Background: an optimization exercise with open tools, aiming at small area, a short achievable clock period and few clock cycles per item. Do not read the settings as production practice.
Only simulation tests tie the RTL to the original design; equivalence was not proved.

== job 6785 ==
## modinv
module modinv(clk, reset, number, prime, finished, gcd, inverse);
Size in the first run: roughly 2,200 cells after synthesis, about 160 flip-flops, roughly 130 I/O pins, about 0.014 sq mm of cells after synthesis.
clock: 140.0 ns
lec_check: 0
cap_margin: 20
core_margin: 2
core_utilization: 65
cts_buf_list: sky130_fd_sc_hd__clkbuf_8
slew_margin: 20
standard.sh (not shown) runs the stock make flow with config.mk's settings and CLKGATE_MAP_FILE= SYNTH_SCRIPT=/design/flow/synth_recipe.tcl, a recipe that flattens the netlist after the stock synthesis.
==> flow/flow/run.sh <==
#!/bin/bash
# The standard layout with these changes, none to the design or constraints:
#  - ABC maps for area (flow/abc_area.script replaces the speed script),
#    and adders are left to ABC instead of being mapped to full-adder cells
#    first (ADDER_MAP_FILE empty); registers are mapped exactly as before;
#  - the port buffers are the smallest buffer (buf_1);
#  - clock tree synthesis inserts no dummy loads.
set -euo pipefail
cd "$(dirname "$0")/.."
rm -rf scripts_area
cp -r "$FLOW_HOME/scripts" scripts_area
cp flow/abc_area.script scripts_area/abc_speed.script
export SCRIPTS_DIR="$PWD/scripts_area"
export BUFFER_PORTS_ARGS="-buffer_cell sky130_fd_sc_hd__buf_1"
export CTS_ARGS="-sink_clustering_enable -repair_clock_nets -buf_list sky130_fd_sc_hd__clkbuf_8 -dont_use_dummy_load"
bash standard.sh ADDER_MAP_FILE= finish > standard.log 2>&1
==> flow/flow/abc_area.script <==
strash
dch
amap
topo
stime -c
upsize -c -D 27000
dnsize -c -D 27000
stime -c
Testbench counts of job 6785, summed over its fixed seeds: cycles 9,142, items 480.
Modified inputs, job 6837 compared to job 6785
- setting GPL_TIMING_DRIVEN to 0 for the first time
-- flow/flow/run.sh --
<<< job 6785, line 7
#  - clock tree synthesis inserts no dummy loads.
>>> job 6837, line 7
#  - clock tree synthesis inserts no dummy loads;
#  - repair_timing aims for 110.6 ns of setup slack (paths within 29.4 ns),
#    which it only needs on the paths from the reset input; it does not clone
#    gates, so the registers stay those of the standard synthesis.
<<< job 6785, line 16
>>> job 6837, line 19
export SETUP_SLACK_MARGIN=110.6
export SKIP_GATE_CLONING=1
--- outcome ---
~same overall global routing resource usage in job 6785 and job 6837
The higher worst setup slack of job 6785 and job 6837 is in job 6837.
Looking at worst path arrival time, job 6837 sits 1130 ps below job 6785.
[diff] global-route wire length before repair, job 6837 relative to job 6785: regression
Job 6837 — maximum number of pins on one net before global-route repair 31 lower, job 6785 as reference
Slew at the pin closest to its max-slew limit: job 6785 and job 6837 compared, lower one is job 6785
#### Input delta (job 9892 over job 6837)
- GPL_TIMING_DRIVEN no longer set, was 0
- CORE_UTILIZATION now 75, was 65
Findings:
Comparing the two runs side by side, job 9892 comes out ahead of job 6837 on die footprint.
The number of cells on the critical path of job 9892 falls short of that of job 6837 by 4.
STATUS smallest setup slack after layout: job 9892 wins against job 6837
Compared with job 6837, in job 9892 maximum frequency from static timing analysis saw an increase, global placement routability congestion +7.8%, global-route usage over all layers up 7.6 points.
For job 9508, these inputs were changed with respect to job 9892:
- SLEW_MARGIN now 60, was 20
- CORE_UTILIZATION now 65, was 75
-- flow/flow/run.sh --
<<< job 9892, line 7
#  - clock tree synthesis inserts no dummy loads;
#  - repair_timing aims for 110.6 ns of setup slack (paths within 29.4 ns),
#    which it only needs on the paths from the reset input; it does not clone
#    gates, so the registers stay those of the standard synthesis.
>>> job 9508, line 7
#  - clock tree synthesis inserts no dummy loads.
<<< job 9892, line 19
export SETUP_SLACK_MARGIN=110.6
export SKIP_GATE_CLONING=1
>>> job 9508, line 16
==> run notes <==
- Job 9508 finished every step from synthesis to the final layout, and the layout passed the timing, design-rule and antenna checks.
- Sequential share of cell area in job 9508 is 0.20 points below job 9892.
- Sum of met3 wire segment lengths after detailed routing was lower in job 9508 than in job 9892.
- Against job 9892, job 9508 reports a total length of routed wires that is lower.
- ~same setup TNS in job 9892 and job 9508
- Delta (job 9508 minus job 9892): post-route DRC violation count about even.

* * *

modinv again, from the RTL that the note above started with.
clock: 140.0 ns
lec_check: 0
cap_margin: 20
core_margin: 2
core_utilization: 65
cts_buf_list: sky130_fd_sc_hd__clkbuf_8
slew_margin: 20
==> flow/flow/run.sh <==
#!/bin/bash
# The standard layout with these changes, none to the design or constraints:
#  - ABC maps for area (flow/abc_area.script replaces the speed script),
#    and adders are left to ABC instead of being mapped to full-adder cells
#    first (ADDER_MAP_FILE empty); registers are mapped exactly as before;
#  - the port buffers are the smallest buffer (buf_1);
#  - clock tree synthesis inserts no dummy loads;
#  - repair_timing aims for 110.6 ns of setup slack (paths within 29.4 ns),
#    which it only needs on the paths from the reset input; it does not clone
#    gates, so the registers stay those of the standard synthesis.
set -euo pipefail
cd "$(dirname "$0")/.."
rm -rf scripts_area
cp -r "$FLOW_HOME/scripts" scripts_area
cp flow/abc_area.script scripts_area/abc_speed.script
export SCRIPTS_DIR="$PWD/scripts_area"
export BUFFER_PORTS_ARGS="-buffer_cell sky130_fd_sc_hd__buf_1"
export CTS_ARGS="-sink_clustering_enable -repair_clock_nets -buf_list sky130_fd_sc_hd__clkbuf_8 -dont_use_dummy_load"
export SETUP_SLACK_MARGIN=110.6
export SKIP_GATE_CLONING=1
bash standard.sh ADDER_MAP_FILE= finish > standard.log 2>&1
Scripts as last shown in full above: flow/flow/abc_area.script
The baseline produced a clean layout.
Testbench counts at the start, summed over its fixed seeds: cycles 9,142, items 480.
Then changed:
Settings changed: SLEW_MARGIN 20 to 60.
Result: Clock skew went down by 4.0 ps. Worst setup slack gains 82 ps. Sequential share of layout area went down by 0.16 points. Wire length barely changes. Final area went up by 0.72%.
Then changed:
--- a/flow/flow/run.sh
+++ b/flow/flow/run.sh
@@ -6,6 +6,6 @@
 #  - the port buffers are the smallest buffer (buf_1);
 #  - clock tree synthesis inserts no dummy loads;
-#  - repair_timing aims for 110.6 ns of setup slack (paths within 29.4 ns),
-#    which it only needs on the paths from the reset input; it does not clone
+#  - repair_timing aims for 111.2 ns of setup slack (paths within 28.8 ns),
+#    which it only needs on the paths from the inputs and to the outputs; it does not clone
 #    gates, so the registers stay those of the standard synthesis.
 set -euo pipefail
@@ -17,5 +17,5 @@
 export BUFFER_PORTS_ARGS="-buffer_cell sky130_fd_sc_hd__buf_1"
 export CTS_ARGS="-sink_clustering_enable -repair_clock_nets -buf_list sky130_fd_sc_hd__clkbuf_8 -dont_use_dummy_load"
-export SETUP_SLACK_MARGIN=110.6
+export SETUP_SLACK_MARGIN=111.2
 export SKIP_GATE_CLONING=1
 bash standard.sh ADDER_MAP_FILE= finish > standard.log 2>&1
Result:
- The new run went through all stages and came out clean
- sequential cell count is unchanged
- first-iteration DRC count went up by about 23%
- fmax went up by 0.64%
- cell count went up by 3.1%
- hold slack stays flat
- synthesized cell count does not change
Then changed:
--- a/flow/flow/run.sh
+++ b/flow/flow/run.sh
@@ -6,6 +6,6 @@
 #  - the port buffers are the smallest buffer (buf_1);
 #  - clock tree synthesis inserts no dummy loads;
-#  - repair_timing aims for 111.2 ns of setup slack (paths within 28.8 ns),
-#    which it only needs on the paths from the inputs and to the outputs; it does not clone
+#  - repair_timing aims for 110.6 ns of setup slack (paths within 29.4 ns),
+#    which it only needs on the paths from the reset input; it does not clone
 #    gates, so the registers stay those of the standard synthesis.
 set -euo pipefail
@@ -17,5 +17,5 @@
 export BUFFER_PORTS_ARGS="-buffer_cell sky130_fd_sc_hd__buf_1"
 export CTS_ARGS="-sink_clustering_enable -repair_clock_nets -buf_list sky130_fd_sc_hd__clkbuf_8 -dont_use_dummy_load"
-export SETUP_SLACK_MARGIN=111.2
+export SETUP_SLACK_MARGIN=110.6
 export SKIP_GATE_CLONING=1
 bash standard.sh ADDER_MAP_FILE= finish > standard.log 2>&1
==> flow/flow/abc_area.script (replaced) <==
strash
dch
amap -m
topo
stime -c
upsize -c -D 27000
dnsize -c -D 27000
stime -c
Settings changed: SLEW_MARGIN 60 to 20.
Outcome: Clock-buffer cell count stays the same. First-iteration DRC count is lower by 17%. Worst setup slack degrades by 300 ps. Non-clock buffer count is lower by 84. Global-route usage is lower by 3.0 points. Design area is lower by 9.8%. Core utilization is lower by 7.3 points. Routed wire length is lower by about 12%.

* * *

The RTL this note starts from:
==> flow/design.v <==
module modinv(clk, reset, number, prime, finished, gcd, inverse);
    input [31:0] number, prime;
    input wire clk, reset;
    output [31:0] gcd, inverse;
    output finished;
    reg [30:0] A, B, PA, PB, P0;
    reg par;
    reg done;
    function [4:0] blen;
        input [30:0] v;
        integer i;
        begin
            blen = 0;
            for (i = 0; i < 31; i = i + 1)
                if (v[i]) blen = i + 1;
        end
    endfunction
    function [32:0] radd;
        input [31:0] a, b;
        input ci;
        integer i;
        reg c;
        begin
            c = ci;
            for (i = 0; i < 32; i = i + 1) begin
                radd[i] = a[i] ^ b[i] ^ c;
                c = (a[i] & b[i]) | (c & (a[i] ^ b[i]));
            end
            radd[32] = c;
        end
    endfunction
    wire [4:0] la = blen(A);
    wire [4:0] lb = blen(B);
    wire [5:0] kd = {1'b0, la} - {1'b0, lb};
    wire [4:0] k = kd[4:0];
    wire [30:0] Bk = B << k;
    wire [31:0] PBk = {1'b0, PB} << k;
    wire [32:0] gex = radd({1'b0, A}, ~{1'b0, Bk}, 1'b1);
    wire ge1 = gex[32];                        
    wire lt = kd[5] | ((kd[4:0] == 0) & ~ge1);   
    wire [30:0] Bs = lt ? 31'd0 : (ge1 ? Bk : {1'b0, Bk[30:1]});
    wire [30:0] PBs = (lt | done) ? 31'd0 : (ge1 ? PBk[30:0] : PBk[31:1]);
    wire [32:0] nAx = radd({1'b0, A}, ~{1'b0, Bs}, 1'b1);
    wire [30:0] nA = nAx[30:0];
    wire [32:0] nPAx = radd({1'b0, PA}, {1'b0, PBs}, 1'b0);
    wire [30:0] nPA = nPAx[30:0];
    wire swap = nA < B;
    wire fin = swap & (nA == 0);
    wire [32:0] p0x = radd({1'b0, P0}, ~{1'b0, PB}, 1'b1);
    wire [30:0] inv = par ? PB : ((PB == 0) ? 31'd0 : p0x[30:0]);
    always @(posedge clk) begin
        if (reset) begin
            A <= number[30:0];
            B <= prime[30:0];
            PA <= 31'd1;
            PB <= 31'd0;
            par <= 1'b0;
        end else if (swap) begin
            A <= B;
            B <= nA;
            PA <= fin ? inv : PB;
            PB <= nPA;
            par <= ~par;
        end else begin
            A <= nA;
            PA <= nPA;
        end
    end
    always @(posedge clk)
        P0 <= prime[30:0];
    always @(posedge clk or posedge reset) begin
        if (reset)
            done <= 1'b0;
        else if (fin)
            done <= 1'b1;
    end
    assign finished = done;
    assign gcd = {1'b0, A};
    assign inverse = {1'b0, PA};
endmodule
==> flow/config.mk <==
export PLATFORM = sky130hd
export DESIGN_NAME = modinv
export DESIGN_NICKNAME = modinv
export VERILOG_FILES = /design/flow/design.v
export SDC_FILE = /design/flow/constraint.sdc
export NUM_CORES = 4
export LEC_CHECK = 0
export CAP_MARGIN = 20
export CORE_MARGIN = 2
export CORE_UTILIZATION = 65
export CTS_BUF_LIST = sky130_fd_sc_hd__clkbuf_8
export SLEW_MARGIN = 20
==> flow/constraint.sdc <==
create_clock -name core_clock -period 140.0 [get_ports {clk}]
set_input_delay 28.0000 -clock core_clock [delete_from_list [all_inputs] [get_ports {clk}]]
set_output_delay 28.0000 -clock core_clock [all_outputs]
set_load 0.01 [all_outputs]
==> flow/flow/run.sh <==
#!/bin/bash
# The standard layout with three changes, none to the design or constraints:
#  - ABC maps for area (flow/abc_area.script replaces the speed script),
#    and adders are left to ABC instead of being mapped to full-adder cells
#    first (ADDER_MAP_FILE empty); registers are mapped exactly as before;
#  - the port buffers are the smallest buffer (buf_1);
#  - clock tree synthesis inserts no dummy loads.
set -euo pipefail
cd "$(dirname "$0")/.."
rm -rf scripts_area
cp -r "$FLOW_HOME/scripts" scripts_area
cp flow/abc_area.script scripts_area/abc_speed.script
export SCRIPTS_DIR="$PWD/scripts_area"
export BUFFER_PORTS_ARGS="-buffer_cell sky130_fd_sc_hd__buf_1"
export CTS_ARGS="-sink_clustering_enable -repair_clock_nets -buf_list sky130_fd_sc_hd__clkbuf_8 -dont_use_dummy_load"
bash standard.sh ADDER_MAP_FILE= finish > standard.log 2>&1
==> flow/flow/abc_area.script <==
strash
dch
amap
topo
stime -c
upsize -c -D 22000
dnsize -c -D 22000
stime -c
The first run went through all stages and came out clean.
Testbench counts at the start, summed over its fixed seeds: cycles 11,263, items 480.
Rerun with:
--- a/flow/flow/run.sh
+++ b/flow/flow/run.sh
@@ -5,4 +5,3 @@
 #    first (ADDER_MAP_FILE empty); registers are mapped exactly as before;
-#  - the port buffers are the smallest buffer (buf_1);
-#  - clock tree synthesis inserts no dummy loads.
+#  - the port buffers are the smallest buffer (buf_1).
 set -euo pipefail
@@ -14,3 +13,2 @@
 export BUFFER_PORTS_ARGS="-buffer_cell sky130_fd_sc_hd__buf_1"
-export CTS_ARGS="-sink_clustering_enable -repair_clock_nets -buf_list sky130_fd_sc_hd__clkbuf_8 -dont_use_dummy_load"
 bash standard.sh ADDER_MAP_FILE= finish > standard.log 2>&1
CORE_UTILIZATION = 40   (was 65)
After rerunning: The changed run finished with timing, DRC and antenna clean. Design area went up by about 2.3%. Fmax went down by 1.7%. Non-clock buffer count does not change. Wire length went up by 9.0%. Area after synthesis does not change. Count of clock-buffer cells in the layout is unchanged.
Rerun with:
CORE_UTILIZATION = 65   (was 40)
After rerunning: Wire length decreases by a few percent; global-route usage increases by 13 points; design area decreases slightly; clock skew is about the same; die area decreases by well over a third; worst hold slack improved by 0.065 ns; count of clock-buffer cells in the layout increases by 1; sequential cell count is unchanged.
Rerun with:
CORE_UTILIZATION = 40   (was 65)
CTS_BUF_LIST = default   (was sky130_fd_sc_hd__clkbuf_8)
Outcome:
- maximum frequency came out lower by 1.5%
- cell area increases by 2.2%
Rerun with:
CTS_BUF_LIST = sky130_fd_sc_hd__clkbuf_8   (was default)
CTS_CLUSTER_DIAMETER = 100   (was default)
CTS_CLUSTER_SIZE = 40   (was default)
After rerunning: The changed run went through all stages and came out clean; global-route usage stays flat; worst setup slack is worse by 0.010 ns.

-- static timing again, ports no longer ideal --
The results above use ideal ports. As a check the final layouts listed here were re-extracted and re-timed, cells and wires unchanged.
Step 1 sets driving cells, clkbuf_16 on the clock port and buf_2 on the other inputs (assumed; they add their load-dependent delay and slew).
Step 2 moves the port delays by t, midway between the first and last clock arrival at a register: inputs arrive t later, outputs are due t later. That takes back most of the time a late clock gives input paths.
a / b / c = ideal ports / drivers / drivers and shift; a / b = the first two.
| run | t (ns) | setup slack, ns | worst setup path after step 2 | latest minus earliest clock arrival (ns) | cell pins on the clock port's net |
|---|---|---|---|---|---|
| job 6785 | 0.508 | 109.572 / 109.598 / 109.091 | input to register | 0.027 / 0.027 | 1 |
| job 6837 | 0.506 | 110.728 / 110.749 / 110.244 | input to register | 0.027 / 0.027 | 1 |
| job 9892 | 0.518 | 110.834 / 110.791 / 110.321 | input to register | 0.040 / 0.040 | 1 |
| job 9508 | 0.516 | 110.179 / 110.198 / 109.682 | input to register | 0.032 / 0.032 | 1 |
| the first run of note 2 | 0.495 | 110.685 / 110.704 / 110.208 | input to register | 0.037 / 0.037 | 1 |
| the second run of note 2 | 0.497 | 110.767 / 110.781 / 110.284 | input to register | 0.033 / 0.033 | 1 |
| the third run of note 2 | 0.517 | 110.952 / 110.908 / 110.722 | input to register | 0.039 / 0.040 | 1 |
| the fourth run of note 2 | 0.512 | 110.649 / 110.671 / 110.159 | input to register | 0.023 / 0.022 | 1 |
| the first run of note 3 | 0.503 | 110.475 / 110.492 / 109.989 | input to register | 0.043 / 0.042 | 1 |
| the second run of note 3 | 0.524 | 109.964 / 109.986 / 109.462 | input to register | 0.018 / 0.018 | 1 |
| the third run of note 3 | 0.506 | 110.434 / 110.453 / 109.947 | input to register | 0.017 / 0.017 | 1 |
| the fourth run of note 3 | 0.495 | 109.974 / 110.000 / 109.505 | input to register | 0.014 / 0.014 | 1 |
| the fifth run of note 3 | 0.524 | 109.964 / 109.986 / 109.462 | input to register | 0.018 / 0.018 | 1 |
After both steps setup and hold are still met in every run listed. The setup slack of job 9892, which loses most, moves by -0.043 ns with the drivers and by -0.513 ns with both steps.
